Context: an optimization exercise on an open-source flow, tuned for small area and a short achievable clock period. The choices shown serve that exercise and are no tape-out recipe. At most, simulation tests tie the RTL to the original design; equivalence was not proved. The RTL of runs 2 and 3 was laid out without a check of its function. Power is estimated from default activity; no workload was simulated.

## flow/flow/run.sh

```bash
#!/bin/bash
set -euo pipefail
bash standard.sh SETUP_SLACK_MARGIN=9.3 SETUP_MOVE_SEQUENCE=unbuffer,sizeup,swap,clone,split "BUFFER_PORTS_ARGS=-buffer_cell sky130_fd_sc_hd__buf_2" finish > standard_flow.log 2>&1
```

## flow/standard.sh

```bash
#!/bin/bash
# synth_recipe.tcl (not shown) runs the flow's synth.tcl, then flattens the netlist and writes it again
# the make line also repeats each setting of config.mk as NAME=value (left out here)
make -C /OpenROAD-flow-scripts/flow DESIGN_CONFIG=/design/flow/config.mk WORK_HOME=/design/flow/orfs CLKGATE_MAP_FILE= SYNTH_SCRIPT=/design/flow/synth_recipe.tcl "${@:-finish}"
```

## flow/config.mk

```make
export PLATFORM = sky130hd
export DESIGN_NAME = FPU_top
export DESIGN_NICKNAME = FPU_top
export VERILOG_FILES = /design/flow/design.v
export SDC_FILE = /design/flow/constraint.sdc
export NUM_CORES = 4
export LEC_CHECK = 0
export ABC_AREA = 1
export CAP_MARGIN = 20
export CORE_MARGIN = 2
export CORE_UTILIZATION = 40
export PLACE_DENSITY = 0.6
export SLEW_MARGIN = 20
```

## flow/constraint.sdc

```tcl
create_clock -name core_clock -period 15.0 [get_ports {i_clk}]
set_input_delay 3.0000 -clock core_clock [delete_from_list [all_inputs] [get_ports {i_clk}]]
set_output_delay 3.0000 -clock core_clock [all_outputs]
set_load 0.01 [all_outputs]
```

## flow/design.v

```verilog
module CLA_4bit (
    input  logic [3:0]  a,
    input  logic [3:0]  b,
    input  logic        cin,
    output logic [3:0]  sum,
    output logic        o_p,
    output logic        o_g
);
    logic [3:0] w_g, w_p;
    logic [3:0] w_c;
    assign w_g = a & b;
    assign w_p = a ^ b;
        assign w_c[0] = cin;
        assign w_c[1] = w_g[0] | (w_p[0] & w_c[0]);
        assign w_c[2] = w_g[1] | (w_p[1] & w_g[0]) | (w_p[1] & w_p[0] & w_c[0]);
        assign w_c[3] = w_g[2] | (w_p[2] & w_g[1]) | (w_p[2] & w_p[1] & w_g[0]) | (w_p[2] & w_p[1] & w_p[0] & w_c[0]);
    assign sum = w_p ^ w_c;
    assign o_p = &w_p;
    assign o_g = w_g[3] | (w_p[3] & w_g[2]) | (w_p[3] & w_p[2] & w_g[1]) | (w_p[3] & w_p[2] & w_p[1] & w_g[0]) | (w_p[3] & w_p[2] & w_p[1] & w_p[0] & w_c[0]);
endmodule
module CLA_8bit(
    input  logic        i_carry,
    input  logic [7:0]  i_data_a,
    input  logic [7:0]  i_data_b,
    output logic [7:0]  o_sum,
    output logic        o_carry
);
    logic [1:0] w_P, w_G;
    logic w_C;
    CLA_4bit CLA_4BIT_UNIT_0 (
        .a      (i_data_a[3:0]),
        .b      (i_data_b[3:0]),
        .cin    (i_carry),
        .sum    (o_sum[3:0]),
        .o_p    (w_P[0]),
        .o_g    (w_G[0])
    );
    assign w_C = w_G[0] | (w_P[0] & i_carry);
    CLA_4bit CLA_4BIT_UNIT_1 (
        .a      (i_data_a[7:4]),
        .b      (i_data_b[7:4]),
        .cin    (w_C),
        .sum    (o_sum[7:4]),
        .o_p    (w_P[1]),
        .o_g    (w_G[1])
    );
    assign o_carry = w_G[1] | (w_P[1] & (w_G[0] | (w_P[0] & i_carry)));
endmodule
module CLA_28bit(
    input logic         i_carry,
    input logic [27:0]  i_data_a,
    input logic [27:0]  i_data_b,
    output logic [27:0] o_sum,
    output logic        o_carry
);
logic [7:0] w_c;
logic [6:0] w_p;
logic [6:0] w_g;
genvar i;
generate
    assign w_c[0] = i_carry;
    CLA_4bit CLA_4BIT_UNIT_0 (
        .a      (i_data_a[3:0]),
        .b      (i_data_b[3:0]),
        .cin    (w_c[0]),
        .sum    (o_sum[3:0]),
        .o_p    (w_p[0]),
        .o_g    (w_g[0])
    );
    assign w_c[1] = w_g[0] | (w_p[0] & w_c[0]);
    for (i = 1; i < 7; i = i + 1) begin : CLA_BLOCK_GEN
        CLA_4bit CLA_4BIT_UNIT_1 (
            .a      (i_data_a[(i*4)+3 : i*4]),
            .b      (i_data_b[(i*4)+3 : i*4]),
            .cin    (w_c[i]),
            .sum    (o_sum[(i*4)+3 : i*4]),
            .o_p    (w_p[i]),
            .o_g    (w_g[i])
        );        
        assign w_c[i+1] = w_g[i] | (w_p[i] & w_c[i]);
    end
endgenerate
assign o_carry = w_c[7];
endmodule
module COMP_2bit(
    input  logic [1:0] i_data_a,
    input  logic [1:0] i_data_b,
    output logic       o_less,
    output logic       o_equal
);
    assign o_less  = ((~(i_data_a[1] | i_data_a[0])) & i_data_b[0]) | (~i_data_a[0] & (i_data_b[1] & i_data_b[0])) | (~i_data_a[1] & i_data_b[1]);
    assign o_equal = ~|(i_data_a ^ i_data_b);
endmodule
module COMP_4bit(
    input  logic [3:0] i_data_a,
    input  logic [3:0] i_data_b,
    output logic       o_less,
    output logic       o_equal
);
    logic w_less_low, w_equal_low;
    logic w_less_high, w_equal_high;
    COMP_2bit u_low (
        .i_data_a (i_data_a[1:0]),
        .i_data_b (i_data_b[1:0]),
        .o_less   (w_less_low),
        .o_equal  (w_equal_low)
    );
    COMP_2bit u_high (
        .i_data_a (i_data_a[3:2]),
        .i_data_b (i_data_b[3:2]),
        .o_less   (w_less_high),
        .o_equal  (w_equal_high)
    );
    assign o_less  = w_less_high | (w_equal_high & w_less_low);
    assign o_equal = w_equal_high & w_equal_low;
endmodule
module COMP_8bit (
    input  logic [7:0] i_data_a,
    input  logic [7:0] i_data_b,
    output logic                 o_less
);
    logic w_less_low, w_equal_low;
    logic w_less_high, w_equal_high;
    COMP_4bit u_low (
        .i_data_a (i_data_a[3:0]),
        .i_data_b (i_data_b[3:0]),
        .o_less   (w_less_low),
        .o_equal  (w_equal_low)
    );
    COMP_4bit u_high (
        .i_data_a (i_data_a[7:4]),
        .i_data_b (i_data_b[7:4]),
        .o_less   (w_less_high),
        .o_equal  (w_equal_high)
    );
    assign o_less = w_less_high | (w_equal_high & w_less_low);
endmodule
module COMP_28bit (
    input  logic [27:0] i_data_a,
    input  logic [27:0] i_data_b,
    output logic                 o_less  
);
    logic w_less_0_0, w_less_0_1, w_less_0_2, w_less_0_3, w_less_0_4, w_less_0_5, w_less_0_6;
    logic w_equal_0_0, w_equal_0_1, w_equal_0_2, w_equal_0_3, w_equal_0_4, w_equal_0_5, w_equal_0_6;
    COMP_4bit u_i_data_0 (
        .i_data_a (i_data_a[3:0]),
        .i_data_b (i_data_b[3:0]),
        .o_less   (w_less_0_0),
        .o_equal  (w_equal_0_0)
    );
    COMP_4bit u_i_data_1 (
        .i_data_a (i_data_a[7:4]),
        .i_data_b (i_data_b[7:4]),
        .o_less   (w_less_0_1),
        .o_equal  (w_equal_0_1)
    );
    COMP_4bit u_i_data_2 (
        .i_data_a (i_data_a[11:8]),
        .i_data_b (i_data_b[11:8]),
        .o_less   (w_less_0_2),
        .o_equal  (w_equal_0_2)
    );
    COMP_4bit u_i_data_3 (
        .i_data_a (i_data_a[15:12]),
        .i_data_b (i_data_b[15:12]),
        .o_less   (w_less_0_3),
        .o_equal  (w_equal_0_3)
    );
    COMP_4bit u_i_data_4 (
        .i_data_a (i_data_a[19:16]),
        .i_data_b (i_data_b[19:16]),
        .o_less   (w_less_0_4),
        .o_equal  (w_equal_0_4)
    );
    COMP_4bit u_i_data_5 (
        .i_data_a (i_data_a[23:20]),
        .i_data_b (i_data_b[23:20]),
        .o_less   (w_less_0_5),
        .o_equal  (w_equal_0_5)
    );
    COMP_4bit u_i_data_6 (
        .i_data_a (i_data_a[27:24]),
        .i_data_b (i_data_b[27:24]),
        .o_less   (w_less_0_6),
        .o_equal  (w_equal_0_6)
    );
    assign o_less = w_less_0_6
                  | (w_equal_0_6 & w_less_0_5)
                  | (w_equal_0_6 & w_equal_0_5 & w_less_0_4)
                  | (w_equal_0_6 & w_equal_0_5 & w_equal_0_4 & w_less_0_3)
                  | (w_equal_0_6 & w_equal_0_5 & w_equal_0_4 & w_equal_0_3 & w_less_0_2)
                  | (w_equal_0_6 & w_equal_0_5 & w_equal_0_4 & w_equal_0_3 & w_equal_0_2 & w_less_0_1)
                  | (w_equal_0_6 & w_equal_0_5 & w_equal_0_4 & w_equal_0_3 & w_equal_0_2 & w_equal_0_1 & w_less_0_0);
endmodule
module EXP_swap (
    input logic [7:0]     i_data_a        ,
    input logic [7:0]     i_data_b        ,
    output logic                    o_compare       ,    
    output logic [7:0]    o_less_data     ,
    output logic [7:0]    o_greater_data  
);
COMP_8bit COMP_LESS_UNIT (
    .i_data_a       (i_data_a),
    .i_data_b       (i_data_b),
    .o_less         (o_compare)
);
always_comb begin
    o_less_data     = (o_compare) ? i_data_a : i_data_b;
    o_greater_data  = (o_compare) ? i_data_b : i_data_a;
end
endmodule
module EXP_sub (
    input logic [7:0]   i_data_a,
    input logic [7:0]   i_data_b,
    output logic [7:0]  o_sub        
);
logic [7:0] w_data_b;
assign w_data_b = ~(i_data_b);
CLA_8bit CLA_8BIT_UNIT (
    .i_carry    (1'b1),
    .i_data_a   (i_data_a),
    .i_data_b   (w_data_b),
    .o_sum      (o_sub),
    .o_carry    ()
);
endmodule
module MAN_swap (
    input logic [23:0]         i_man_a     ,
    input logic [23:0]         i_man_b     ,
    input logic                     i_compare   ,
    output logic [23:0]     o_man_max   ,
    output logic [23:0]     o_man_min   
);
assign o_man_max    = i_compare ? i_man_b : i_man_a;
assign o_man_min    = i_compare ? i_man_a : i_man_b;
endmodule
module MAN_swap_2 (
    input logic [27:0]         i_man_a     ,
    input logic [27:0]         i_man_b     ,
    input logic                     i_compare   ,
    output logic [27:0]     o_man_max   ,
    output logic [27:0]     o_man_min   
);
assign o_man_max    = i_compare ? i_man_b : i_man_a;
assign o_man_min    = i_compare ? i_man_a : i_man_b;
endmodule
module SHF_right_28bit (
    input  logic [4:0] i_shift_number,
    input  logic [27:0]  i_data, 
    output logic [27:0]  o_data
);
localparam  SIZE_SHIFT = 5 ;
localparam  SIZE_DATA  = 28;
    logic [SIZE_DATA-1:0] stage [SIZE_SHIFT:0];
    assign stage[0] = i_data;
    genvar i;
    generate
        for (i = 0; i < SIZE_SHIFT; i++) begin : GEN_SHIFT
            localparam SHIFT_AMT = (1 << i);
            always_comb begin
                if (i_shift_number[i])
                    stage[i+1] = { {SHIFT_AMT{1'b0}}, stage[i][SIZE_DATA-1:SHIFT_AMT] };
                else
                    stage[i+1] = stage[i];
            end
        end
    endgenerate
    assign o_data = stage[SIZE_SHIFT];
endmodule
module SHF_left_28bit (
    input  logic [4:0] i_shift_number,
    input  logic [27:0]  i_data, 
    output logic [27:0]  o_data
);
localparam  SIZE_DATA  = 28;
localparam  SIZE_SHIFT = 5 ;
    logic [SIZE_DATA-1:0] stage [SIZE_SHIFT:0];
    assign stage[0] = i_data;
    genvar i;
    generate
        for (i = 0; i < SIZE_SHIFT; i++) begin : GEN_SHIFT
            localparam SHIFT_AMT = (1 << i);
            always_comb begin
                if (i_shift_number[i])
                    stage[i+1] = { stage[i][SIZE_DATA-1-SHIFT_AMT:0], {SHIFT_AMT{1'b0}} };
                else
                    stage[i+1] = stage[i];
            end
        end
    endgenerate
    assign o_data = stage[SIZE_SHIFT];
endmodule
module SIGN_unit (
    input logic             i_add_sub       ,
    input logic             i_comp_man      ,
    input logic             i_sign_man_a    ,
    input logic             i_sign_man_b    ,
    output logic            o_sign_s        
);
assign o_sign_s = (~i_add_sub & i_sign_man_b & i_comp_man) | (i_add_sub & ~i_sign_man_b & i_comp_man) | (i_sign_man_a & ~i_comp_man);
endmodule
module MAN_ALU #(
    parameter NUM_OP    = 1 
)(
    input logic [NUM_OP-1:0]    i_fpu_op        ,
    input logic                 i_sign_a        ,
    input logic                 i_sign_b        ,
    input logic [27:0]  i_man_max       ,
    input logic [27:0]  i_man_min       ,
    output logic [27:0] o_man_alu       ,
    output logic                o_overflow       
);
logic w_i_carry;
logic [27:0] w_n_man_b;
logic [27:0] w_i_man_b;
logic w_overflow;
assign w_i_carry = i_fpu_op ? ~(i_sign_a ^ i_sign_b) : (i_sign_a ^ i_sign_b);
assign w_n_man_b = ~(i_man_min);
assign w_i_man_b = w_i_carry ? w_n_man_b : i_man_min;
CLA_28bit ALU_SUB_UNIT (
    .i_carry        (w_i_carry),
    .i_data_a       (i_man_max),
    .i_data_b       (w_i_man_b),
    .o_sum          (o_man_alu),
    .o_carry        (w_overflow)
);
assign o_overflow = w_i_carry ? 1'b0 : w_overflow;
endmodule
module LOPD_4bit(
    input logic [3:0]       i_data  ,
    output logic [1:0]      o_pos_one,
    output logic            o_zero_flag
);
assign o_zero_flag = ~(i_data[3]|i_data[2]|(i_data[1]|i_data[0])) ;
assign o_pos_one[1] = (i_data[0] | i_data[1])&(~i_data[2])&(~i_data[3]);
assign o_pos_one[0] = ((~i_data[3])&i_data[2]) | ((~i_data[3])&(~i_data[1])&(i_data[0]));
endmodule
module LOPD_8bit(
    input logic [7:0]       i_data  ,
    output logic [2:0]      o_pos_one,
    output logic            o_zero_flag
);
logic w_zero_flag_0;
logic [1:0] w_pos_one_0;
LOPD_4bit LOPD_4bit_unit_0 (
    .i_data         (i_data[3:0]),
    .o_pos_one      (w_pos_one_0),
    .o_zero_flag    (w_zero_flag_0)
);
logic w_zero_flag_1;
logic [1:0] w_pos_one_1;
LOPD_4bit LOPD_4bit_unit_1 (
    .i_data         (i_data[7:4]),
    .o_pos_one      (w_pos_one_1),
    .o_zero_flag    (w_zero_flag_1)
);
logic [2:0] w_o_pos_one;
assign o_zero_flag = w_zero_flag_0 & w_zero_flag_1;
assign w_o_pos_one[2] = w_zero_flag_1;
assign w_o_pos_one[1] = w_zero_flag_1 ? w_pos_one_0[1] : w_pos_one_1[1];
assign w_o_pos_one[0] = w_zero_flag_1 ? w_pos_one_0[0] : w_pos_one_1[0];
assign o_pos_one = o_zero_flag ? '0 : w_o_pos_one;
endmodule
module LOPD_16bit(
    input logic [15:0]       i_data  ,
    output logic [3:0]      o_pos_one,
    output logic            o_zero_flag
);
logic [2:0]         w_pos_one_0;  
logic               w_zero_flag_0;
LOPD_8bit LOPD_8bit_unit_0(
    .i_data         (i_data[7:0]),
    .o_pos_one      (w_pos_one_0),
    .o_zero_flag    (w_zero_flag_0)
);
logic [2:0]         w_pos_one_1;  
logic               w_zero_flag_1;
LOPD_8bit LOPD_8bit_unit_1(
    .i_data         (i_data[15:8]),
    .o_pos_one      (w_pos_one_1),
    .o_zero_flag    (w_zero_flag_1)
);
logic [3:0] w_o_pos_one;
assign o_zero_flag = w_zero_flag_0 & w_zero_flag_1;
assign w_o_pos_one[3] = w_zero_flag_1;
assign w_o_pos_one[2] = w_zero_flag_1 ? w_pos_one_0[2] : w_pos_one_1[2];
assign w_o_pos_one[1] = w_zero_flag_1 ? w_pos_one_0[1] : w_pos_one_1[1];
assign w_o_pos_one[0] = w_zero_flag_1 ? w_pos_one_0[0] : w_pos_one_1[0];
assign o_pos_one = o_zero_flag ? '0 : w_o_pos_one;
endmodule
module LOPD_24bit (
    input logic [23:0]     i_data          ,
    output logic [4:0]    o_one_position  ,
    output logic                    o_zero_flag      
);
logic [15:0]     LOPD16_i_data;
assign LOPD16_i_data = i_data[23:8];
logic [3:0]      LOPD16_o_pos_one;
logic            LOPD16_o_zero_flag;
LOPD_16bit LOPD_16bit_UNIT_MSB (
    .i_data             (LOPD16_i_data),
    .o_pos_one          (LOPD16_o_pos_one),
    .o_zero_flag        (LOPD16_o_zero_flag)
);
logic [7:0]      LOPD8_i_data;
assign LOPD8_i_data = i_data[7:0];
logic [2:0]      LOPD8_o_pos_one;
logic            LOPD8_o_zero_flag;
LOPD_8bit LOPD_8bit_UNIT_LSB (
    .i_data             (LOPD8_i_data),
    .o_pos_one          (LOPD8_o_pos_one),
    .o_zero_flag        (LOPD8_o_zero_flag)
);
logic [4:0]        w_o_one_position;
assign o_zero_flag         = LOPD16_o_zero_flag & LOPD8_o_zero_flag;
assign w_o_one_position[4] = LOPD16_o_zero_flag;
assign w_o_one_position[3] = LOPD16_o_zero_flag ? 1'b0               : LOPD16_o_pos_one[3];
assign w_o_one_position[2] = LOPD16_o_zero_flag ? LOPD8_o_pos_one[2] : LOPD16_o_pos_one[2];
assign w_o_one_position[1] = LOPD16_o_zero_flag ? LOPD8_o_pos_one[1] : LOPD16_o_pos_one[1];
assign w_o_one_position[0] = LOPD16_o_zero_flag ? LOPD8_o_pos_one[0] : LOPD16_o_pos_one[0];
assign o_one_position = o_zero_flag ? 5'b11111 : w_o_one_position;
endmodule
module EXP_adjust (
    input  logic                    i_overflow  ,
    input  logic                    i_underflow ,
    input  logic                    i_zero_flag ,
    input  logic [7:0]    i_lopd_value,
    input  logic [7:0]     i_exp_value ,
    output logic [7:0]     o_exp_result
);
logic [7:0] w_exp_result;
logic w_i_carry;
assign w_i_carry = ~(i_overflow | i_underflow);
logic [7:0] w_data_b;
assign w_data_b = i_overflow ? 8'b0000_0001 : (i_underflow ? '0 : ~(i_lopd_value));
CLA_8bit CLA_8BIT_UNIT (
    .i_carry    (w_i_carry),
    .i_data_a   (i_exp_value),
    .i_data_b   (w_data_b),
    .o_sum      (w_exp_result),
    .o_carry    ()
);
assign o_exp_result = i_zero_flag ? 8'h00 : w_exp_result;
endmodule
module NORMALIZATION_unit (
    input logic                     i_overflow      ,
    input logic                     i_zero_flag     ,
    input logic [4:0]     i_one_position  ,
    input logic [27:0]     i_mantissa      ,
    output logic [27:0]    o_mantissa       
);
logic [27:0] w_shift_left;
SHF_left_28bit  SHF_left_28bit_unit (
    .i_shift_number     (i_one_position),
    .i_data             (i_mantissa), 
    .o_data             (w_shift_left)
);
assign o_mantissa = i_zero_flag ? '0 : (i_overflow ? {1'b1, i_mantissa[27:1]} : (~i_mantissa[27] ? w_shift_left : i_mantissa) );
endmodule
module RND_add (
    input logic [23:0]     i_data  ,
    input logic                     i_carry ,
    output logic [23:0]    o_data  ,
    output logic                    o_carry  
);
    logic [23:0] w_carry;
    assign w_carry[0] = i_carry;
    genvar i;
    generate
        for (i = 1; i < 24; i++) begin : proc_propage_one
            assign w_carry[i] = (&i_data[i-1:0]) & w_carry[0];
        end
    endgenerate
    assign o_data = i_data ^ w_carry;
    assign o_carry = (&i_data) & w_carry[0];
endmodule
module ROUNDING_unit (
    input logic [27:0]          i_man           ,
    output logic [23:0]  o_man_result    ,
    output logic                        o_ov_flow       
);
localparam SIZE_MAN          = 28;
localparam SIZE_MAN_RESULT   = 24;
logic [SIZE_MAN_RESULT-1:0] w_man_temp;
assign w_man_temp = i_man[SIZE_MAN-1:SIZE_MAN-SIZE_MAN_RESULT];
logic w_guard_bit, w_round_bit, w_sticky_bit;
assign w_guard_bit = i_man[3];
assign w_round_bit = i_man[2];
assign w_sticky_bit= i_man[1] | i_man[0];
logic w_rounding_result;
assign w_rounding_result = (w_guard_bit & w_round_bit) | (w_round_bit & w_sticky_bit);
RND_add  INCREASE_ROUNDING (
    .i_data         (w_man_temp),
    .i_carry        (w_rounding_result),
    .o_data         (o_man_result),
    .o_carry        (o_ov_flow) 
);
endmodule
module PSC_unit(
    input logic                     i_add_sub   ,
    input logic                     i_sign_a    ,
    input logic [7:0]               i_exp_a     ,
    input logic [23:0]              i_man_a     ,
    input logic                     i_sign_b    ,
    input logic [7:0]               i_exp_b     ,
    input logic [23:0]              i_man_b     ,
    output logic                    o_sel_exp   ,
    output logic [1:0]              o_sel_man    
);
logic w_E_one_A, w_E_one_B;
logic w_M_zero_A, w_M_zero_B;
assign w_E_one_A    = &i_exp_a;
assign w_E_one_B    = &i_exp_b;
assign w_M_zero_A   = ~|i_man_a[22:0];
assign w_M_zero_B   = ~|i_man_b[22:0];
assign o_sel_exp = (~i_sign_b & w_E_one_B & ~w_M_zero_B) | (~i_sign_a & w_E_one_A & ~w_M_zero_A) | (w_E_one_A & w_M_zero_A & w_E_one_B & w_M_zero_B);
assign o_sel_man[1] = (~i_sign_b & w_E_one_B & ~w_M_zero_B) | (~i_sign_a & w_E_one_A & ~w_M_zero_A & ~i_sign_b) | (~i_add_sub & ~i_sign_a & w_E_one_A & ~w_M_zero_A & ~w_M_zero_B) | (~i_add_sub & ~i_sign_a & w_E_one_A & w_E_one_B & w_M_zero_B) | (~i_sign_a & w_E_one_A & ~w_M_zero_A & w_E_one_B) | (~i_sign_a & w_E_one_A & ~i_sign_b & w_E_one_B) | (i_add_sub & i_sign_a & w_E_one_A & w_M_zero_A & i_sign_b & w_E_one_B & w_M_zero_B);
assign o_sel_man[0] = (~i_add_sub & ~i_sign_a & w_E_one_A & w_M_zero_A & ~i_sign_b & w_E_one_B & w_M_zero_B) | (~i_add_sub & i_sign_a & w_E_one_A & w_M_zero_A & i_sign_b & w_E_one_B & w_M_zero_B) | (i_add_sub & ~i_sign_a & w_E_one_A & w_M_zero_A & i_sign_b & w_E_one_B & w_M_zero_B) | (i_add_sub & i_sign_a & w_E_one_A & w_M_zero_A & ~i_sign_b & w_E_one_B & w_M_zero_B);
endmodule
module FPU_unit #(
    parameter NUM_OP    = 1
)(
    input logic [NUM_OP-1:0]    i_add_sub       ,
    input logic [31:0]          i_32_a          ,
    input logic [31:0]          i_32_b          ,
    output logic [31:0]         o_32_s          ,
    output logic                o_ov_flag       ,
    output logic                o_un_flag        
);
logic w_sign_a, w_sign_b;
logic [7:0] w_exponent_a, w_exponent_b;
logic [23:0] w_mantissa_a, w_mantissa_b;
assign w_sign_a = i_32_a[31];
assign w_sign_b = i_32_b[31];
assign w_exponent_a = i_32_a[30:23];
assign w_exponent_b = i_32_b[30:23]; 
assign w_mantissa_a = {1'b1, i_32_a[22:0]};
assign w_mantissa_b = {1'b1, i_32_b[22:0]};
logic w_sign_result;
logic [7:0] w_exponent_result;
logic [23:0] w_mantissa_result;
logic w_EXPSWAP_compare;
logic [7:0] w_EXPSWAP_max, w_EXPSWAP_min;
logic [7:0] w_EXPSUB_diff_value;
logic [23:0] w_MAN_SWAP1_max, w_MAN_SWAP1_min;
logic [27:0] w_MAN_SHF_RIGHT_min, w_MAN_SHF_RIGHT_max;
logic w_MAN_COMP_28BIT_less;
logic w_MAN_PRE_SWAP_BY_MAN_compara;
logic [27:0] w_MAN_PRE_SWAP_BY_MAN_max,      w_MAN_PRE_SWAP_BY_MAN_min;
logic [27:0] w_MAN_ALU_man;
logic        w_MAN_ALU_overflow;
logic [4:0] w_LOPD_24BIT_one_position;
logic       w_LOPD_24BIT_zero_flag;
logic [7:0] w_EXP_ADJUST_result;
logic [27:0] w_NORMALIZATION_man;
logic [23:0] w_ROUNDING_man;
logic        w_ROUNDING_ov_flow;
logic                    PSC_o_sel_exp;
logic [1:0]              PSC_o_sel_man;
EXP_swap EXP_SWAP_UNIT (
    .i_data_a           (w_exponent_a),
    .i_data_b           (w_exponent_b),
    .o_compare          (w_EXPSWAP_compare),    
    .o_less_data        (w_EXPSWAP_min),
    .o_greater_data     (w_EXPSWAP_max) 
);
EXP_sub  EXP_SUB_UNIT(
    .i_data_a           (w_EXPSWAP_max),
    .i_data_b           (w_EXPSWAP_min),
    .o_sub              (w_EXPSUB_diff_value)
);
 MAN_swap MAN_PRE_SWAP_BY_EXPONENT_UNIT (
    .i_man_a            (w_mantissa_a),
    .i_man_b            (w_mantissa_b),
    .i_compare          (w_EXPSWAP_compare),
    .o_man_max          (w_MAN_SWAP1_max),
    .o_man_min          (w_MAN_SWAP1_min)
);
assign w_MAN_SHF_RIGHT_max = {w_MAN_SWAP1_max, 4'b0};
SHF_right_28bit  SHF_RIGHT_28BIT_UNIT (
    .i_shift_number     (w_EXPSUB_diff_value[4:0]),
    .i_data             ({w_MAN_SWAP1_min, 4'b0}), 
    .o_data             (w_MAN_SHF_RIGHT_min)
);
COMP_28bit MAN_COMP_28BIT_UNIT (
    .i_data_a           (w_MAN_SHF_RIGHT_max),
    .i_data_b           (w_MAN_SHF_RIGHT_min),
    .o_less             (w_MAN_COMP_28BIT_less)
);
assign w_MAN_PRE_SWAP_BY_MAN_compara = w_MAN_COMP_28BIT_less;
MAN_swap_2  MAN_PRE_SWAP_BY_MAN_UNIT (
    .i_man_a            (w_MAN_SHF_RIGHT_max),   
    .i_man_b            (w_MAN_SHF_RIGHT_min),   
    .i_compare          (w_MAN_PRE_SWAP_BY_MAN_compara),
    .o_man_max          (w_MAN_PRE_SWAP_BY_MAN_max),
    .o_man_min          (w_MAN_PRE_SWAP_BY_MAN_min)
);
SIGN_unit SIGN_OUT(
    .i_add_sub       (i_add_sub),
    .i_comp_man      (w_MAN_COMP_28BIT_less | w_EXPSWAP_compare),
    .i_sign_man_a    (w_sign_a),
    .i_sign_man_b    (w_sign_b),
    .o_sign_s        (w_sign_result) 
);
MAN_ALU #(
    .NUM_OP         (NUM_OP)
) MAN_ALU_UNIT (
    .i_fpu_op           (i_add_sub),
    .i_sign_a           (w_sign_a),
    .i_sign_b           (w_sign_b),
    .i_man_max          (w_MAN_PRE_SWAP_BY_MAN_max),
    .i_man_min          (w_MAN_PRE_SWAP_BY_MAN_min),
    .o_man_alu          (w_MAN_ALU_man),
    .o_overflow         (w_MAN_ALU_overflow)
);
LOPD_24bit LOPD_24BIT_UNIT (
    .i_data             (w_MAN_ALU_man[27:4]),
    .o_one_position     (w_LOPD_24BIT_one_position),
    .o_zero_flag        (w_LOPD_24BIT_zero_flag)
);
EXP_adjust EXP_ADJUST_UNIT (
    .i_overflow         (o_ov_flag),
    .i_underflow        (w_MAN_ALU_man[27]),
    .i_zero_flag        (w_LOPD_24BIT_zero_flag),
    .i_lopd_value       ({3'b0, w_LOPD_24BIT_one_position}),
    .i_exp_value        (w_EXPSWAP_max),
    .o_exp_result       (w_EXP_ADJUST_result)
);
NORMALIZATION_unit NORMALIZATION_UNIT (
    .i_overflow         (w_MAN_ALU_overflow),
    .i_zero_flag        (w_LOPD_24BIT_zero_flag),
    .i_one_position     (w_LOPD_24BIT_one_position),
    .i_mantissa         (w_MAN_ALU_man),
    .o_mantissa         (w_NORMALIZATION_man) 
);
ROUNDING_unit ROUNDING_UNIT (
    .i_man              (w_NORMALIZATION_man),
    .o_man_result       (w_ROUNDING_man),
    .o_ov_flow          (w_ROUNDING_ov_flow)
);
PSC_unit PSC_UNIT(
    .i_add_sub          (i_add_sub),
    .i_sign_a           (w_sign_a),
    .i_exp_a            (w_exponent_a),
    .i_man_a            (w_mantissa_a),
    .i_sign_b           (w_sign_b),
    .i_exp_b            (w_exponent_b),
    .i_man_b            (w_mantissa_b),
    .o_sel_exp          (PSC_o_sel_exp),
    .o_sel_man          (PSC_o_sel_man) 
);
assign w_exponent_result = PSC_o_sel_exp ? 8'hFF : w_EXP_ADJUST_result; 
Mux_4_to_1 SEL_MANTISSA_FOR_RESULT (
    .i_sel          (PSC_o_sel_man),
    .i_data_00      (w_ROUNDING_man),
    .i_data_01      (24'h000000),
    .i_data_10      (24'h000001),
    .i_data_11      (w_ROUNDING_man),
    .o_data         (w_mantissa_result) 
);
assign o_32_s = {w_sign_result, w_exponent_result, w_mantissa_result[22:0]};
assign o_ov_flag = w_MAN_ALU_overflow | w_ROUNDING_ov_flow;
assign o_un_flag = ~w_MAN_ALU_man[27];
endmodule
module Mux_4_to_1 (
    input logic [1:0]               i_sel    ,
    input logic [23:0]     i_data_00,
    input logic [23:0]     i_data_01,
    input logic [23:0]     i_data_10,
    input logic [23:0]     i_data_11,
    output logic [23:0]    o_data    
);
logic [23:0] w_o_data;
always_comb begin : proc_mux_4_to_1
    case (i_sel)
        2'b00: 
            w_o_data = i_data_00;
        2'b01:
            w_o_data = i_data_01;
        2'b10:
            w_o_data = i_data_10;
        2'b11:
            w_o_data = i_data_11; 
        default: 
            w_o_data = i_data_00;
    endcase
end
assign o_data = w_o_data;
endmodule
module FPU_top  #(
    parameter NUM_OP    = 1
)(
    input logic                 i_clk           ,
    input logic                 i_rst_n         ,
    input logic [NUM_OP-1:0]    i_add_sub       ,
    input logic [31:0]          i_32_a          ,
    input logic [31:0]          i_32_b          ,
    output logic [31:0]         o_32_s          ,
    output logic                o_ov_flag       ,
    output logic                o_un_flag
);
logic        w_sa, w_sb, w_sbe, w_eff_sub;
logic [7:0]  w_ea, w_eb;
logic [22:0] w_fa, w_fb;
logic [4:0]  w_dab;
logic [4:0]  w_dba;
logic        w_exp_lt;
logic [4:0]  w_shamt;
logic        w_sh0, w_f_lt, w_f_gt, w_swap2, w_sign, w_near;
logic [7:0]  w_emax;
logic [22:0] w_big, w_small;
logic        w_sel_exp;
logic [1:0]  w_sel_man;
assign w_sa = i_32_a[31];
assign w_sb = i_32_b[31];
assign w_ea = i_32_a[30:23];
assign w_eb = i_32_b[30:23];
assign w_fa = i_32_a[22:0];
assign w_fb = i_32_b[22:0];
assign w_sbe     = w_sb ^ i_add_sub[0];
assign w_eff_sub = w_sa ^ w_sbe;
assign w_dab    = w_ea[4:0] - w_eb[4:0];
assign w_dba    = w_eb[4:0] - w_ea[4:0];
assign w_shamt  = w_exp_lt ? w_dba : w_dab;
logic [7:0] w_e_gt [3:0];
logic [7:0] w_e_lt [3:0];
assign w_e_gt[0] = w_ea & ~w_eb;
assign w_e_lt[0] = ~w_ea & w_eb;
genvar gi;
generate
    for (gi = 0; gi < 3; gi++) begin : GEN_ECMP
        for (genvar gj = 0; gj < (4 >> gi); gj++) begin : GEN_ECMP_NODE
            assign w_e_gt[gi+1][gj] = w_e_gt[gi][2*gj+1] | (~w_e_lt[gi][2*gj+1] & w_e_gt[gi][2*gj]);
            assign w_e_lt[gi+1][gj] = w_e_lt[gi][2*gj+1] | (~w_e_gt[gi][2*gj+1] & w_e_lt[gi][2*gj]);
        end
        assign w_e_gt[gi+1][7:(4 >> gi)] = '0;
        assign w_e_lt[gi+1][7:(4 >> gi)] = '0;
    end
endgenerate
assign w_exp_lt = w_e_lt[3][0];
assign w_emax   = w_exp_lt ? w_eb : w_ea;
assign w_sh0    = (w_ea[4:0] == w_eb[4:0]);
assign w_f_lt   = w_fa < w_fb;
assign w_f_gt   = w_fb < w_fa;
assign w_big    = w_exp_lt ? w_fb : w_fa;
assign w_small  = w_exp_lt ? w_fa : w_fb;
assign w_swap2  = w_eff_sub & w_sh0 & (w_exp_lt ? w_f_gt : w_f_lt);
assign w_sign   = (w_exp_lt | (w_sh0 & w_f_lt)) ? w_sbe : w_sa;
assign w_near   = w_eff_sub & ((w_dab == 5'd0) | (w_exp_lt ? (w_dab == 5'd31) : (w_dab == 5'd1)));
PSC_unit PSC_UNIT(
    .i_add_sub          (i_add_sub[0]),
    .i_sign_a           (w_sa),
    .i_exp_a            (w_ea),
    .i_man_a            ({1'b1, w_fa}),
    .i_sign_b           (w_sb),
    .i_exp_b            (w_eb),
    .i_man_b            ({1'b1, w_fb}),
    .o_sel_exp          (w_sel_exp),
    .o_sel_man          (w_sel_man)
);
logic [22:0] r_big, r_small;
logic [4:0]  r_shamt;
logic [7:0]  r_emax;
logic        r_sign, r_eff_sub, r_swap2, r_near, r_sh0n, r_sel_exp;
logic [1:0]  r_sel_man;
always_ff @( posedge i_clk ) begin
    r_big       <= w_big;
    r_small     <= w_small;
    r_shamt     <= w_shamt;
    r_emax      <= w_emax;
    r_sign      <= w_sign;
    r_eff_sub   <= w_eff_sub;
    r_swap2     <= w_swap2;
    r_near      <= w_near;
    r_sh0n      <= ~w_shamt[0];
    r_sel_exp   <= w_sel_exp;
    r_sel_man   <= w_sel_man;
end
logic [27:0] w_A, w_Bf;
logic [27:0] w_sh [5:0];
logic [27:0] w_Rf, w_Nf;
logic        w_coutf, w_ovf, w_zerof, w_rndf, w_rnd_ovf;
logic [7:0]  w_expf;
assign w_A = {1'b1, r_big, 4'b0};
assign w_sh[0] = {1'b1, r_small, 4'b0} ^ {28{r_eff_sub}};
generate
    for (gi = 0; gi < 5; gi++) begin : GEN_RSHIFT
        assign w_sh[gi+1] = r_shamt[gi] ? {{(1<<gi){r_eff_sub}}, w_sh[gi][27:(1<<gi)]} : w_sh[gi];
    end
endgenerate
assign w_Bf = w_sh[5];
assign {w_coutf, w_Rf} = {1'b0, w_A} + {1'b0, w_Bf} + {28'd0, r_eff_sub};
assign w_ovf   = ~r_eff_sub & w_coutf;
assign w_zerof = ~|w_Rf[27:4];
assign w_Nf = w_ovf ? {1'b1, w_Rf[27:1]} : (w_Rf[27] ? w_Rf : {w_Rf[26:0], 1'b0});
assign w_rndf    = ~w_zerof & w_Nf[2] & (w_Nf[3] | w_Nf[1] | w_Nf[0]);
assign w_rnd_ovf = w_rndf & (&w_Nf[27:4]);
always_comb begin
    if (w_zerof)                  w_expf = 8'h00;
    else if (w_ovf | w_rnd_ovf)   w_expf = r_emax + 8'd1;
    else if (w_Rf[27])            w_expf = r_emax;
    else                          w_expf = r_emax - 8'd1;
end
logic [27:0] w_Bn, w_Sn, w_Rn, w_Nn;
logic [4:0]  w_lz;
logic        w_zeron;
logic [7:0]  w_expn;
assign w_Bn = r_sh0n ? {1'b1, r_small, 4'b0} : {1'b0, 1'b1, r_small, 3'b0};
assign w_Sn = w_A + ~w_Bn + {27'd0, ~r_swap2};
assign w_Rn = w_Sn ^ {28{r_swap2}};
logic [31:0] w_lzd_in;
assign w_lzd_in = {w_Rn[27:4], 8'hFF};
logic [15:0] w_v1;  logic [15:0] w_p1;
logic [7:0]  w_v2;  logic [1:0]  w_p2 [7:0];
logic [3:0]  w_v3;  logic [2:0]  w_p3 [3:0];
logic [1:0]  w_v4;  logic [3:0]  w_p4 [1:0];
generate
    for (gi = 0; gi < 16; gi++) begin : GEN_LZ1
        assign w_v1[gi] = w_lzd_in[2*gi+1] | w_lzd_in[2*gi];
        assign w_p1[gi] = ~w_lzd_in[2*gi+1];
    end
    for (gi = 0; gi < 8; gi++) begin : GEN_LZ2
        assign w_v2[gi] = w_v1[2*gi+1] | w_v1[2*gi];
        assign w_p2[gi] = w_v1[2*gi+1] ? {1'b0, w_p1[2*gi+1]} : {1'b1, w_p1[2*gi]};
    end
    for (gi = 0; gi < 4; gi++) begin : GEN_LZ3
        assign w_v3[gi] = w_v2[2*gi+1] | w_v2[2*gi];
        assign w_p3[gi] = w_v2[2*gi+1] ? {1'b0, w_p2[2*gi+1]} : {1'b1, w_p2[2*gi]};
    end
    for (gi = 0; gi < 2; gi++) begin : GEN_LZ4
        assign w_v4[gi] = w_v3[2*gi+1] | w_v3[2*gi];
        assign w_p4[gi] = w_v3[2*gi+1] ? {1'b0, w_p3[2*gi+1]} : {1'b1, w_p3[2*gi]};
    end
endgenerate
assign w_lz    = w_v4[1] ? {1'b0, w_p4[1]} : {1'b1, w_p4[0]};
assign w_zeron = ~|w_Rn[27:4];
logic [27:0] w_ls [5:0];
assign w_ls[5] = w_Rn;
generate
    for (gi = 4; gi >= 0; gi--) begin : GEN_LSHIFT
        assign w_ls[gi] = w_lz[gi] ? {w_ls[gi+1][27-(1<<gi):0], {(1<<gi){1'b0}}} : w_ls[gi+1];
    end
endgenerate
assign w_Nn = w_ls[0];
assign w_expn = w_zeron ? 8'h00 : (r_emax - {3'b0, w_lz});
logic [22:0] w_man_pre;
logic        w_rnd_sel, w_ov_flag, w_un_flag;
logic [7:0]  w_exp;
always_comb begin
    case (r_sel_man)
        2'b01:   begin w_man_pre = 23'd0; w_rnd_sel = 1'b0;  end
        2'b10:   begin w_man_pre = 23'd1; w_rnd_sel = 1'b0;  end
        default: begin
            w_man_pre = r_near ? w_Nn[26:4] : w_Nf[26:4];
            w_rnd_sel = ~r_near & w_rndf;
        end
    endcase
end
assign w_exp     = r_sel_exp ? 8'hFF : (r_near ? w_expn : w_expf);
assign w_ov_flag = ~r_near & (w_ovf | w_rnd_ovf);
assign w_un_flag = r_near ? ~w_Rn[27] : ~w_Rf[27];
logic        q_sign, q_rnd;
logic [7:0]  q_exp;
logic [22:0] q_man;
always_ff @( posedge i_clk or negedge i_rst_n ) begin
    if(~i_rst_n) begin
        q_sign              <= '0;
        q_exp               <= '0;
        q_man               <= '0;
        q_rnd               <= '0;
        o_ov_flag           <= '0;
        o_un_flag           <= '0;
    end else begin
        q_sign              <= r_sign;
        q_exp               <= w_exp;
        q_man               <= w_man_pre;
        q_rnd               <= w_rnd_sel;
        o_ov_flag           <= w_ov_flag;
        o_un_flag           <= w_un_flag;
    end
end
logic [22:0] w_pa [5:0];
assign w_pa[0] = q_man;
generate
    for (gi = 0; gi < 5; gi++) begin : GEN_PAND
        for (genvar gj = 0; gj < 23; gj++) begin : GEN_PAND_BIT
            if (gj >= (1 << gi))
                assign w_pa[gi+1][gj] = w_pa[gi][gj] & w_pa[gi][gj - (1 << gi)];
            else
                assign w_pa[gi+1][gj] = w_pa[gi][gj];
        end
    end
endgenerate
logic [22:0] w_inc;
assign w_inc = {w_pa[5][21:0], 1'b1} & {23{q_rnd}};
assign o_32_s = {q_sign, q_exp, q_man ^ w_inc};
endmodule
```

==> out/qor.log, run 1 <==
INFO  outcome        result_of_the_run=no timing/DRC/antenna violations
INFO  clock_network  clock_path_buffers=2
INFO  clock_network  clkLatencyLatePin=0.37ns
INFO  clock_network  cts.root.buffer_cell=clkbuf_16
INFO  power_and_ir_drop power_leakage=0.00741uW
INFO  clock_network  holdBufCountCts=0
INFO  final_layout   final_net_count=2,480
INFO  final_layout   drive_above_1_share=9.34%
INFO  sta            max_slew_headroom_at_the_worst_pin=25.0%
INFO  sta            worst_slack=9.40ns
INFO  yosys          syn_area=13,100um2
INFO  sta            max_slew.worst_pin.slew=1.11ns
INFO  grt            wire_length_of_the_first_global_routing_pass=74,900um
INFO  setup_path     slowest_stage=dfrtp_1
INFO  detailed_routing route.final.wire_length=47,400um
INFO  detailed_routing drtAntennaViolNets=0
INFO  power_and_ir_drop areal_power_density_over_the_cells=198nW/um2
INFO  clock_network  cts.htree.levels=3
INFO  power_and_ir_drop power_frac_clock=8.1%
INFO  setup_path     worst_path_most_repeated_cell=inv_2
INFO  detailed_routing drc=0
INFO  yosys          synth_seq_cells=102
INFO  setup_path     path_cells=nand4_1, nor2_2, inv_2, nor2_4, inv_2, nor2_4, nand2_2, nor2_2, and2_4, nand2_2, inv_2, nand2_2, inv_2, nand2_4, nor3_4, nand3_2, xnor2_2, buf_2
INFO  sta            timing.final.hold_violations=0
INFO  power_and_ir_drop internal_power=1160uW
INFO  floorplanning  starting_density=40.5%
INFO  yosys          synth_edf_count=0
INFO  power_and_ir_drop vdd.ir_drop.worst=0.0792mV
INFO  sta            tns=0ns
INFO  floorplanning  die_height=185um
INFO  yosys          synth_largest_type_area_fraction=18.7%
INFO  floorplanning  fp.dieW=185um
INFO  power_and_ir_drop design_power_total=2860uW
INFO  grt            grtUsageTotal=27.9%
INFO  detailed_routing routed_wirelength_normalized_by_instance_count=17.1um
INFO  final_layout   finalCoreUtilization=44.5%
INFO  yosys          syn_nets=2,438
INFO  floorplanning  rows=66
INFO  sta            fmax=0.178GHz
INFO  floorplanning  floorplan.core_area=32,500um2
INFO  final_layout   layout_common_cells=nand2_1, nand3_1, inv_1
INFO  final_layout   most_common_cell_after_layout_fill_and_taps_aside=nand2_1
INFO  setup_path     type_of_origin_of_the_critical_path=register
INFO  sta            timing_max_transition_violations_final=0
INFO  yosys          post_synth_inst_count=2,276
INFO  setup_path     timing.critical_path.slowest_cell_delay=0.39ns
INFO  floorplanning  ios=101
INFO  yosys          postSynth.topFlopCell=dfxtp_1
INFO  grt            grt-ovfl-total=0
INFO  place          last_weighted_congestion_value_of_the_routability_driven_placer=1.02
INFO  grt            antenna_found_initial=0
INFO  power_and_ir_drop pwr-share-comb=76.8%
INFO  detailed_routing drt_pre_antenna_iters=6
INFO  clock_network  numClockSinks=102
INFO  setup_path     critPathKind=register to output pin
INFO  sta            finish_stage_setup_viols=0
INFO  setup_path     worstPathArrival=2.60ns
INFO  yosys          post_synth.cell_area_avg=5.77um2
INFO  sta            rsz0062_at_grt=yes
INFO  sta            timing.final.crit_share=37.4%
INFO  setup_path     cp-end-kind=output pin
INFO  final_layout   area.growth.synth_to_final=9.92%
INFO  yosys          netlist-cell-type-count=54
INFO  grt            maximum_number_of_pins_on_one_net_before_global_route_repair=85
INFO  yosys          ys.warnings.count=9
INFO  yosys          postSynth.asyncResetShare=34.3%
INFO  setup_path     timing.critical_path.required=12.00ns
INFO  yosys          synth_largest_area_cell=nand2_1
INFO  floorplanning  die_outline_area=34,300um2
INFO  detailed_routing vias=15,103
INFO  grt            grt_pass1_vias=14,168
INFO  sta            final.setup_skew=0.0105ns
INFO  job            max_cap_viol_count=0
INFO  yosys          synth_sequential_area_ratio=16.9%
INFO  power_and_ir_drop sw_frac_of_total=59.3%
INFO  detailed_routing via_per_inst=5.46
INFO  power_and_ir_drop seq_power_share=15.1%
INFO  final_layout   diodes=0
INFO  sta            period_minus_slack=5.60ns
INFO  clock_network  cts_tree=done
INFO  place          place_hpwl=38,900um
INFO  place          detailedPlace.worstSlack=8.32ns
INFO  place          place.port_buffers=100
INFO  detailed_routing dr.first_iter.drc_count=1,323
INFO  hold_path      hp-class=register to register
INFO  clock_network  clock_slew_at_the_register_clock_pins_of_the_worst_setup_and_hold_paths=0.08ns
INFO  setup_path     timing.critical_path.fanout_max=5
INFO  power_and_ir_drop total_switching_power=1700uW
INFO  yosys          ranking_of_synthesized_cells_by_area=nand2_1, nand3_1, dfxtp_1, ha_1, inv_1
INFO  clock_network  cts_made_buffers=9
power by group through the flow:
| stage | Clock, uW | Sequential, uW | Combinational, uW |
|---|---|---|---|
| global placement | 0 | 431 | 2090 |
| finish | 232 | 433 | 2200 |
| floorplan | 0 | 398 | 1560 |
| global route | 248 | 441 | 2470 |
| CTS | 236 | 429 | 2130 |
| detailed placement | 0 | 432 | 2100 |
cells in the mapped netlist, types with 21 or more instances:
cell	n
xnor2_1	24
nand3_1	273
clkbuf_1	38
nor2_1	186
nand4_1	25
o21ai_0	173
xor2_1	66
inv_1	268
dfrtp_1	35
nand2_1	656
a21oi_1	130
buf_2	21
nor3_1	23
ha_1	92
a31oi_1	26
dfxtp_1	67
flip-flops by register name, summed over array words and instances, names as in the netlist:
register   flops
r_sign         1
r_sh0n         1
r_near         1
r_sel_exp      1
r_big         23
r_emax         8
o_un_flag      1
o_ov_flag      1
r_eff_sub      1
q_exp          8
q_man         23
q_rnd          1
r_small       23
r_shamt        5
r_swap2        1
q_sign         1
r_sel_man      2
through the flow:
stage	instances	hold slack, ns	area (um2)
2_1_floorplan	2276	0.316	13100
3_3_place_gp	2741	0.318	13800
3_5_place_dp	2741	0.320	13800
4_1_cts	2763	0.330	14300
5_1_grt	2765	0.342	14400
6_report	2765	0.329	14400
per-layer routing:
metal | track usage (%) | part of all wire (%)
met5 | 0 | 0
met4 | 12.1 | 4.2
met3 | 3.30 | 6.8
met2 | 44.9 | 44
met1 | 37.4 | 45
worst paths after layout:
check | start | endpoint | slack, ns | cells after the start
max | q_rnd | o_32_s[21] | 9.40 | 18
min reg2reg | r_sign | q_sign | 0.33 | 0
min | r_sign | q_sign | 0.33 | 0
max in group asynchronous | i_rst_n | q_sign | 11.77 | 1
min in group asynchronous | i_rst_n | q_man[18] | 2.72 | 1
max reg2reg | r_sh0n | q_exp[6] | 9.47 | 25
worst max-delay path, delay by kind of cell (launching register included):
family                 cells  cell delay (ns)
XOR/XNOR                   1             0.14
buffers and inverters      5             0.39
flip-flops                 1             0.39
AND/OR/NAND/NOR           12             1.31
timing repair:
item | CTS | global route
buffers inserted | 0 | 0
pin swaps | 10 | 15
gates resized for setup | 33 | 48
cloned | 6 | 2
setup endpoints to repair | 36 | 20
layout make-up:
type                    instances  area, um2
clock inverters                 7       66.3
repair inverters                4       22.5
well taps                     442        553
fillers                      3534      18000
repair buffers                109        613
multi-input cells            1812       9660
inverters                     280       1080
clock buffers                   9        225
flip-flops and latches        102       2220
cells by family (layout without fill, tap and decap cells):
kind of cell | count (synthesis) | in the layout | share of synthesized area, %
adder cells (fa/ha/maj) | 95 | 95 | 9.22
buffers and inverters | 365 | 409 | 11.4
multiplexers | 1 | 1 | 0.0762
XOR/XNOR | 90 | 90 | 6.00
flip-flops | 102 | 102 | 16.9
AND/OR/NAND/NOR | 1226 | 1229 | 39.9
AO/OA/AOI/OAI | 397 | 397 | 16.6
==> inputs of run 2 (changes only) <==
--- a/flow/design.v
+++ b/flow/design.v
@@ -762,5 +762,5 @@
 logic [4:0]  r_shamt;
 logic [7:0]  r_emax;
-logic        r_sign, r_eff_sub, r_swap2, r_near, r_sh0n, r_sel_exp;
+logic        r_sign, r_eff_sub, r_swap2, r_near, r_sel_exp;
 logic [1:0]  r_sel_man;
 always_ff @( posedge i_clk ) begin
@@ -773,5 +773,4 @@
     r_swap2     <= w_swap2;
     r_near      <= w_near;
-    r_sh0n      <= ~w_shamt[0];
     r_sel_exp   <= w_sel_exp;
     r_sel_man   <= w_sel_man;
@@ -802,10 +801,9 @@
     else                          w_expf = r_emax - 8'd1;
 end
-logic [27:0] w_Bn, w_Sn, w_Rn, w_Nn;
+logic [27:0] w_Sn, w_Rn, w_Nn;
 logic [4:0]  w_lz;
 logic        w_zeron;
 logic [7:0]  w_expn;
-assign w_Bn = r_sh0n ? {1'b1, r_small, 4'b0} : {1'b0, 1'b1, r_small, 3'b0};
-assign w_Sn = w_A + ~w_Bn + {27'd0, ~r_swap2};
+assign w_Sn = w_A + w_sh[1] + {27'd0, ~r_swap2};
 assign w_Rn = w_Sn ^ {28{r_swap2}};
 logic [31:0] w_lzd_in;
==> flow/flow/run.sh (replaced) <==
#!/bin/bash
set -euo pipefail
bash standard.sh SETUP_SLACK_MARGIN=9 "BUFFER_PORTS_ARGS=-buffer_cell sky130_fd_sc_hd__buf_2" finish > standard_flow.log 2>&1
==> run 2 against run 1 <==
- still clean
- sequential cell count decreased by 1
- synthesized cell count decreased by 0.26%
- sequential share of layout area decreased by 0.73 points
- fmax decreased by 9.6%
- global-route usage increased by 0.73 points
- cell area increased by 4.1%
- wire length increased by 4.0%
- combinational power increased by 5%
- setup slack got worse by 0.59 ns
- total power increased by 2.8%
- critical endpoint is now o_32_s[8]
==> out/qor.log, run 2 <==
INFO  outcome        result_of_the_run=no timing/DRC/antenna violations
INFO  yosys          cell_with_the_most_instances_after_synthesis=nand2_1
INFO  final_layout   reg_top3=q_man x23, r_big x23, r_small x23
INFO  place          dp_cells=2,736 [-0.18%]
INFO  power_and_ir_drop power_leakage=0.00779uW [+5.1%]
INFO  grt            antenna_found_initial=0 [unchanged]
INFO  sta            finish_stage_setup_viols=0 [unchanged]
INFO  yosys          most_instantiated_cells_after_synthesis=nand2_1, nand3_1, inv_1
INFO  yosys          synth_seq_cells=101 [-0.98%]
INFO  floorplanning  fp.dieW=185um [+0.12%]
INFO  final_layout   most_common_cell_after_layout_fill_and_taps_aside=nand2_1
INFO  clock_network  cts_made_buffers=9 [unchanged]
INFO  grt            grtUsageTotal=28.6% [+0.73 points]
INFO  floorplanning  starting_density=40.6% [+0.096 points]
INFO  yosys          post_synth_inst_count=2,270 [-0.26%]
INFO  sta            tns=0ns [unchanged]
INFO  hold_path      hold_path_startpoint=r_sign
INFO  sta            rsz0062_at_grt=yes
INFO  setup_path     critPathKind=register to output pin
INFO  final_layout   diodes=0 [unchanged]
INFO  final_layout   area.growth.synth_to_final=14.1%
INFO  final_layout   area_of_combinational_cells_with_multiple_inputs=9690um2 [+0.31%]
INFO  final_layout   fillerInstances=3,488 [-1.3%]
INFO  sta            final.setup_skew=0.0127ns [+0.00217 ns]
INFO  yosys          syn_nets=2,431 [-0.29%]
INFO  detailed_routing vias=15,278 [+1.2%]
INFO  floorplanning  floorplan.core_area=32,500um2 [unchanged]
INFO  hold_path      min_to=q_sign
INFO  clock_network  clock_slew_at_the_register_clock_pins_of_the_worst_setup_and_hold_paths=0.08ns [about the same]
INFO  clock_network  clkLatencyLatePin=0.37ns [about the same]
INFO  place          place_hpwl=39,200um [+0.84%]
INFO  setup_path     timing.critical_path.required=12.00ns [about the same]
INFO  yosys          ys.warnings.count=9 [unchanged]
INFO  detailed_routing route.final.wire_length=49,300um [+4.0%]
INFO  yosys          ranking_of_synthesized_cells_by_area=nand2_1, nand3_1, dfxtp_1, ha_1, inv_1
INFO  place          place.port_buffers=100 [unchanged]
INFO  yosys          postSynth.asyncResetShare=34.7% [+0.34 points]
INFO  floorplanning  ios=101 [unchanged]
INFO  setup_path     cp-startpoint=q_rnd
INFO  job            max_cap_viol_count=0 [unchanged]
INFO  floorplanning  die_height=185um [+0.12%]
INFO  yosys          netlist-cell-type-count=56 [+3.7%]
INFO  clock_network  clock_path_buffers=2 [unchanged]
INFO  clock_network  cts_tree=done
INFO  yosys          postSynth.topFlopCell=dfxtp_1
INFO  detailed_routing drc=0 [unchanged]
INFO  grt            maximum_number_of_pins_on_one_net_before_global_route_repair=86 [+1.2%]
INFO  grt            grt-ovfl-total=0 [unchanged]
INFO  sta            max_slew.worst_pin.slew=1.02ns [-0.0953 ns]
INFO  final_layout   ff_latch_area=2200um2 [-0.90%]
INFO  yosys          synth_edf_count=0 [unchanged]
INFO  power_and_ir_drop vdd.ir_drop.worst=0.0921mV [+16%]
INFO  setup_path     reg2reg_to=q_exp[6]
INFO  sta            max_slew_headroom_at_the_worst_pin=32.1% [+7.1 points]
INFO  sta            period_minus_slack=6.20ns [+0.594 ns]
INFO  floorplanning  die_outline_area=34,400um2 [+0.23%]
INFO  setup_path     type_of_origin_of_the_critical_path=register
INFO  final_layout   instances_no_fill=2,827 [+2.2%]
INFO  power_and_ir_drop areal_power_density_over_the_cells=196nW/um2 [-1.2%]
INFO  hold_path      hp-class=register to register
INFO  final_layout   final_net_count=2,541 [+2.5%]
INFO  detailed_routing drt_pre_antenna_iters=6 [unchanged]
INFO  grt            grt_pass1_vias=14,106 [-0.44%]
INFO  detailed_routing via_per_inst=5.40 [-1.1%]
INFO  final_layout   drive_above_1_share=12.1% [+2.8 points]
INFO  yosys          synth_largest_area_cell=nand2_1
INFO  sta            fmax=0.161GHz [-9.6%]
INFO  setup_path     worst_r2r_startpoint=r_shamt[0]
INFO  clock_network  numClockSinks=101 [-0.98%]
INFO  power_and_ir_drop design_power_total=2940uW [+2.8%]
INFO  sta            timing.final.hold_violations=0 [unchanged]
INFO  yosys          synth_largest_type_area_fraction=18.3% [-0.41 points]
INFO  sta            timing_max_transition_violations_final=0 [unchanged]
INFO  setup_path     worst-r2r-cell-count=36 [+44%]
INFO  setup_path     worstPathArrival=3.20ns [+0.60 ns]
INFO  final_layout   layout_common_cells=nand2_1, nand3_1, inv_1
INFO  sta            timing.final.crit_share=41.3% [+4.0 points]
INFO  clock_network  cts.root.buffer_cell=clkbuf_16
INFO  place          last_weighted_congestion_value_of_the_routability_driven_placer=1.02 [+0.53%]
INFO  detailed_routing dr.first_iter.drc_count=1,355 [+2.4%]
INFO  yosys          synth_sequential_area_ratio=16.7% [-0.19 points]
INFO  floorplanning  rows=66 [unchanged]
INFO  detailed_routing drtAntennaViolNets=0 [unchanged]
INFO  setup_path     cp-end-kind=output pin
INFO  setup_path     timing.critical_path.fanout_max=2 [-3]
INFO  yosys          post_synth.cell_area_avg=5.80um2 [+0.50%]
INFO  clock_network  cts.htree.levels=3 [unchanged]
INFO  yosys          syn_area=13,200um2 [+0.24%]
INFO  setup_path     setup.reg_to_reg.worst_slack=9.48ns [about the same]
INFO  hold_path      min_path_cells=0 [unchanged]
INFO  detailed_routing routed_wirelength_normalized_by_instance_count=17.4um [+1.7%]
INFO  grt            wire_length_of_the_first_global_routing_pass=76,500um [+2.2%]
run 2: cell types whose count changed after synthesis, moves of 5 or more:
cell / previous run / this run
nand3_1: 273 / 318
o211ai_1: 17 / 2
inv_1: 268 / 254
nand2_1: 656 / 643
o21ai_0: 173 / 162
a21oi_1: 130 / 121
nand3b_1: 8 / 14
nor4_1: 20 / 14
xnor2_1: 24 / 30
buf_6: 7 / 12
run 2: how the worst max path moves through the flow:
stage / to / slack, ns / cells past startpoint
5_1_grt: o_32_s[22] / 8.63 / 28
3_5_place_dp: q_exp[6] / 7.57 / 36
2_1_floorplan: o_32_s[22] / 9.06 / 27
3_3_place_gp: q_exp[6] / 7.76 / 36
6_report: o_32_s[8] / 8.80 / 22
4_1_cts: o_32_s[8] / 8.73 / 22
run 2: layout make-up:
class                           instances  area share [%]
Inverter                              270            6.93
Timing Repair inverter                  1          0.0499
Clock buffer                           10            1.59
Sequential cell                       101            14.7
Tap cell                              442            3.68
Multi-Input combinational cell       1817            64.5
Timing Repair Buffer                  180            8.27
Clock inverter                          6           0.341
run 2: repair_timing:
| item | in CTS | in global routing |
|---|---|---|
| buffers inserted | 56 | 16 |
| pin swaps | 17 | 16 |
| cloned | 0 | 3 |
| gates resized for setup | 46 | 62 |
| hold buffers | 0 | 0 |
| setup endpoints to repair | 53 | 30 |
run 2: metal layers:
| layer | global-route usage (%) | up-vias | share of wire [%] |
|---|---|---|---|
| met5 | 0 | - | 0 |
| met4 | 11.1 | 0 | 4.1 |
| met3 | 3.87 | 114 | 6.6 |
| met2 | 45.8 | 580 | 44 |
| met1 | 38.9 | 6903 | 45 |
| li1 | - | 7681 | - |
run 2: per-stage QoR:
| stage | hold WS, ns | area [um2] | util [%] | setup slack [ns] |
|---|---|---|---|---|
| 2_1_floorplan | 0.316 | 13200 | - | 9.06 |
| 3_3_place_gp | 0.336 | 13800 | 42.6 | 7.76 |
| 3_5_place_dp | 0.338 | 13800 | 42.6 | 7.57 |
| 4_1_cts | 0.342 | 14700 | 45.2 | 8.73 |
| 5_1_grt | 0.349 | 15000 | 46.3 | 8.63 |
| 6_report | 0.335 | 15000 | 46.3 | 8.80 |
run 2: worst max-delay path, stage by stage (launching register included):
cell,delay (ns)
dfrtp_1,0.37
nand4_1,0.11
nor2_1,0.15
and2_4,0.18
nand2_4,0.05
nor2_4,0.10
nand2_2,0.09
buf_6,0.13
buf_6,0.11
buf_6,0.11
buf_6,0.11
buf_6,0.10
buf_6,0.10
buf_6,0.10
buf_6,0.10
buf_6,0.10
buf_6,0.10
buf_6,0.10
buf_6,0.10
buf_6,0.10
buf_6,0.10
xor2_1,0.13
buf_2,0.16
run 2: report_power, final:
group,internal [uW],switching (uW)
clock,120,114
combinational,741,1560
sequential,345,66.4
run 2: logic make-up (layout without fill, tap and decap cells):
group | count (synthesis) | in the layout | share of synthesized area, %
mux | 2 | 2 | 0.152
compound gates | 366 | 366 | 15.3
flops | 101 | 101 | 16.7
fa+ha+maj | 94 | 94 | 9.10
buf+inv | 354 | 467 | 11.2
xor+xnor | 96 | 96 | 6.38
simple gates | 1257 | 1259 | 41.2
==> inputs of run 3 (changes only) <==
--- a/flow/design.v
+++ b/flow/design.v
@@ -841,5 +841,5 @@
 endgenerate
 assign w_Nn = w_ls[0];
-assign w_expn = w_zeron ? 8'h00 : (r_emax - {3'b0, w_lz});
+assign w_expn = w_zeron ? 8'd24 : r_emax;
 logic [22:0] w_man_pre;
 logic        w_rnd_sel, w_ov_flag, w_un_flag;
@@ -856,8 +856,11 @@
 end
 assign w_exp     = r_sel_exp ? 8'hFF : (r_near ? w_expn : w_expf);
+logic [4:0]  w_lzq;
+assign w_lzq     = (r_near & ~r_sel_exp) ? w_lz : 5'd0;
 assign w_ov_flag = ~r_near & (w_ovf | w_rnd_ovf);
 assign w_un_flag = r_near ? ~w_Rn[27] : ~w_Rf[27];
 logic        q_sign, q_rnd;
 logic [7:0]  q_exp;
+logic [4:0]  q_lz;
 logic [22:0] q_man;
 always_ff @( posedge i_clk or negedge i_rst_n ) begin
@@ -865,4 +868,5 @@
         q_sign              <= '0;
         q_exp               <= '0;
+        q_lz                <= '0;
         q_man               <= '0;
         q_rnd               <= '0;
@@ -872,4 +876,5 @@
         q_sign              <= r_sign;
         q_exp               <= w_exp;
+        q_lz                <= w_lzq;
         q_man               <= w_man_pre;
         q_rnd               <= w_rnd_sel;
@@ -892,4 +897,6 @@
 logic [22:0] w_inc;
 assign w_inc = {w_pa[5][21:0], 1'b1} & {23{q_rnd}};
-assign o_32_s = {q_sign, q_exp, q_man ^ w_inc};
+logic [7:0] w_exp_out;
+assign w_exp_out = q_exp - {3'b0, q_lz};
+assign o_32_s = {q_sign, w_exp_out, q_man ^ w_inc};
 endmodule
==> run 3 against run 2 <==
- core utilization decreased by 0.77 points
- non-clock buffer count decreased by 2
- fmax decreased by 0.35%
- area after synthesis increased by 2.3%
- sequential power increased by 3%
- first-iteration DRC count decreased by 4.8%
- sequential share of layout area increased by 0.64 points
- setup slack got worse by 0.022 ns
- clock skew decreased by 0.0019 ns
- cell area increased by 1.1%
- via count increased by 1.6%
- largest cell class unchanged
==> out/qor.log, run 3 <==
INFO  outcome        result_of_the_run=no timing/DRC/antenna violations
INFO  floorplanning  fp.dieW=188um [+1.1%]
INFO  yosys          postSynth.topFlopCell=dfxtp_1
INFO  final_layout   layout_common_cells=nand2_1, nand3_1, inv_1
INFO  final_layout   most_common_cell_after_layout_fill_and_taps_aside=nand2_1
INFO  clock_network  cts_tree=done
INFO  detailed_routing m1WireLength=21,400um [-4.2%]
INFO  detailed_routing drtAntennaViolNets=0 [unchanged]
INFO  place          place.port_buffers=100 [unchanged]
INFO  yosys          netlist-cell-type-count=60 [+7.1%]
INFO  sta            worst_slack=8.78ns [-0.0215 ns]
INFO  sta            tns=0ns [unchanged]
INFO  floorplanning  rows=67 [+1.5%]
INFO  sta            max_slew_headroom_at_the_worst_pin=32.0% [-0.080 points]
INFO  yosys          post_synth_inst_count=2,304 [+1.5%]
INFO  yosys          synth_largest_type_area_fraction=16.9% [-1.4 points]
INFO  yosys          synth_largest_area_cell=nand2_1
INFO  final_layout   area.growth.synth_to_final=12.7%
INFO  final_layout   reg_top3=q_man x23, r_big x23, r_small x23
INFO  grt            grt_pass1_vias=14,200 [+0.67%]
INFO  setup_path     timing.critical_path.required=12.00ns [about the same]
INFO  floorplanning  starting_density=40.4% [-0.19 points]
INFO  setup_path     worst_r2r_startpoint=r_eff_sub
INFO  final_layout   drive_above_1_share=12.0% [-0.15 points]
INFO  detailed_routing routed_wirelength_normalized_by_instance_count=16.7um [-4.2%]
INFO  yosys          most_instantiated_cells_after_synthesis=nand2_1, nand3_1, inv_1
INFO  final_layout   diodes=0 [unchanged]
INFO  place          detailedPlace.worstSlack=8.69ns [+1.12 ns]
INFO  detailed_routing topRoutingLayerUsed=met4
INFO  detailed_routing routed-wl-met2=21,500um [-0.93%]
INFO  detailed_routing drt_pre_antenna_iters=5 [-1]
INFO  yosys          postSynth.asyncResetShare=37.7% [+3.1 points]
INFO  yosys          ranking_of_synthesized_cells_by_area=nand2_1, nand3_1, dfxtp_1, ha_1, inv_1
INFO  setup_path     slowest_stage=dfrtp_1
INFO  setup_path     worst_path_most_repeated_cell=buf_6
INFO  detailed_routing detailroute.wirelength.met3=3490um [+7.1%]
INFO  sta            timing.final.crit_share=41.5% [+0.14 points]
INFO  floorplanning  die_outline_area=35,200um2 [+2.3%]
INFO  setup_path     path_cells=nand4_1, buf_4, buf_6, buf_6, buf_6, buf_6, buf_6, buf_6, buf_6, buf_6, buf_6, buf_6, buf_6, buf_6, buf_6, buf_6, buf_6, buf_6, buf_6, buf_6, xor2_1, buf_2
INFO  setup_path     cp-startpoint=q_man[2]
INFO  sta            timing.final.hold_violations=0 [unchanged]
INFO  sta            finish_stage_setup_viols=0 [unchanged]
INFO  power_and_ir_drop areal_power_density_over_the_cells=204nW/um2 [+4.0%]
INFO  setup_path     cp-end-kind=output pin
INFO  power_and_ir_drop design_power_total=3100uW [+5.2%]
INFO  setup_path     type_of_origin_of_the_critical_path=register
INFO  yosys          ys.warnings.count=9 [unchanged]
INFO  sta            period_minus_slack=6.22ns [+0.0215 ns]
INFO  clock_network  numClockSinks=106 [+5.0%]
-- run 3: through the flow --
step                utilization [%]  instances  hold WS (ns)  area, um2
floorplan                         -       2304         0.316      13500
finish                         45.5       2862         0.330      15200
global placement               42.5       2775         0.320      14200
detailed placement             42.5       2775         0.326      14200
CTS                            45.0       2854         0.333      15000
global route                   45.5       2862         0.333      15200
-- run 3: cell families (layout without fill, tap and decap cells) --
| logic type | Yosys count | after routing | synth area share, % |
|---|---|---|---|
| AO/OA/AOI/OAI | 386 | 386 | 15.9 |
| buffers and inverters | 385 | 495 | 11.6 |
| XOR/XNOR | 91 | 91 | 5.91 |
| multiplexers | 1 | 1 | 0.0743 |
| flip-flops | 106 | 106 | 17.2 |
| adder cells (fa/ha/maj) | 95 | 95 | 8.98 |
| AND/OR/NAND/NOR | 1240 | 1240 | 40.2 |
-- run 3: final timing paths --
kind                       slack (ns)  depth (start not counted)        end
max                              8.78                         22  o_32_s[3]
min                              0.33                          0     q_sign
max reg2reg                      9.43                         25  q_man[12]
min reg2reg                      0.33                          0     q_sign
max in group asynchronous       11.67                          1     q_sign
min in group asynchronous        2.76                          1  q_man[12]
-- run 3: where the power goes --
| group | leakage [uW] | internal, uW | switching [uW] |
|---|---|---|---|
| clock | 0.000135 | 115 | 115 |
| combinational | 0.00674 | 791 | 1650 |
| sequential | 0.00102 | 359 | 63.1 |
-- run 3: area by class of cell --
| class | count | area [um2] |
|---|---|---|
| fill | 3604 | 18200 |
| multi-input combinational | 1813 | 9710 |
| sequential | 106 | 2320 |
| timing repair buffer | 178 | 1170 |
| inverter | 298 | 1140 |
| tap | 448 | 561 |
| clock buffer | 10 | 229 |
| clock inverter | 6 | 50.0 |
| timing repair inverter | 3 | 17.5 |
-- run 3: critical path: cells and delay by family, from the launching register on --
family                    cells  cell delay (ns)
buffers and inverters        20             2.12
DFF                           1             0.39
and+or+nand+nor               1             0.15
xor gates and xnor gates      1             0.14
-- run 3: timing repair --
item / CTS / global route
gates resized for setup: 34 / 31
hold buffers: 0 / 0
pin swaps: 10 / 10
setup buffers: 63 / 5
gates cloned: 0 / 3
setup endpoints to repair: 16 / 46
-- run 3: routing by layer --
layer | global-route usage [%] | vias up
li1 | - | 7790
met1 | 35.1 | 7038
met2 | 44.0 | 615
met3 | 3.97 | 78
met4 | 9.21 | 0
met5 | 0 | -

afterwards: timing with drivers on the ports:
How much do the figures lean on ideal ports? The routed layouts below were timed once more, with nothing changed but the port constraints.
Step 1 (the two cells are an assumption about what drives the block):
set clk [get_ports {i_clk}]
set_driving_cell -lib_cell sky130_fd_sc_hd__clkbuf_16 $clk
set_driving_cell -lib_cell sky130_fd_sc_hd__buf_2 [delete_from_list [all_inputs] $clk]
Step 2 moves the port delays by t, midway between the first and last clock arrival at a register: inputs arrive t later, outputs are due t later. That takes back most of the time a late clock gives input paths.
a / b / c = ideal / step 1 / step 2; a / b = the first two.
run | shift t [ns] | setup slack, ns | hold WS [ns]
run 1 | 0.416 | 9.396 / 9.347 / 9.286 | 0.329 / 0.329 / 0.329
run 2 | 0.420 | 8.802 / 8.749 / 9.118 | 0.335 / 0.335 / 0.335
run 3 | 0.412 | 8.780 / 8.729 / 9.142 | 0.330 / 0.330 / 0.330
After both steps setup and hold are still met in every run listed. The setup slack of run 1, which loses most, moves by -0.049 ns with the drivers and by -0.110 ns with both steps.
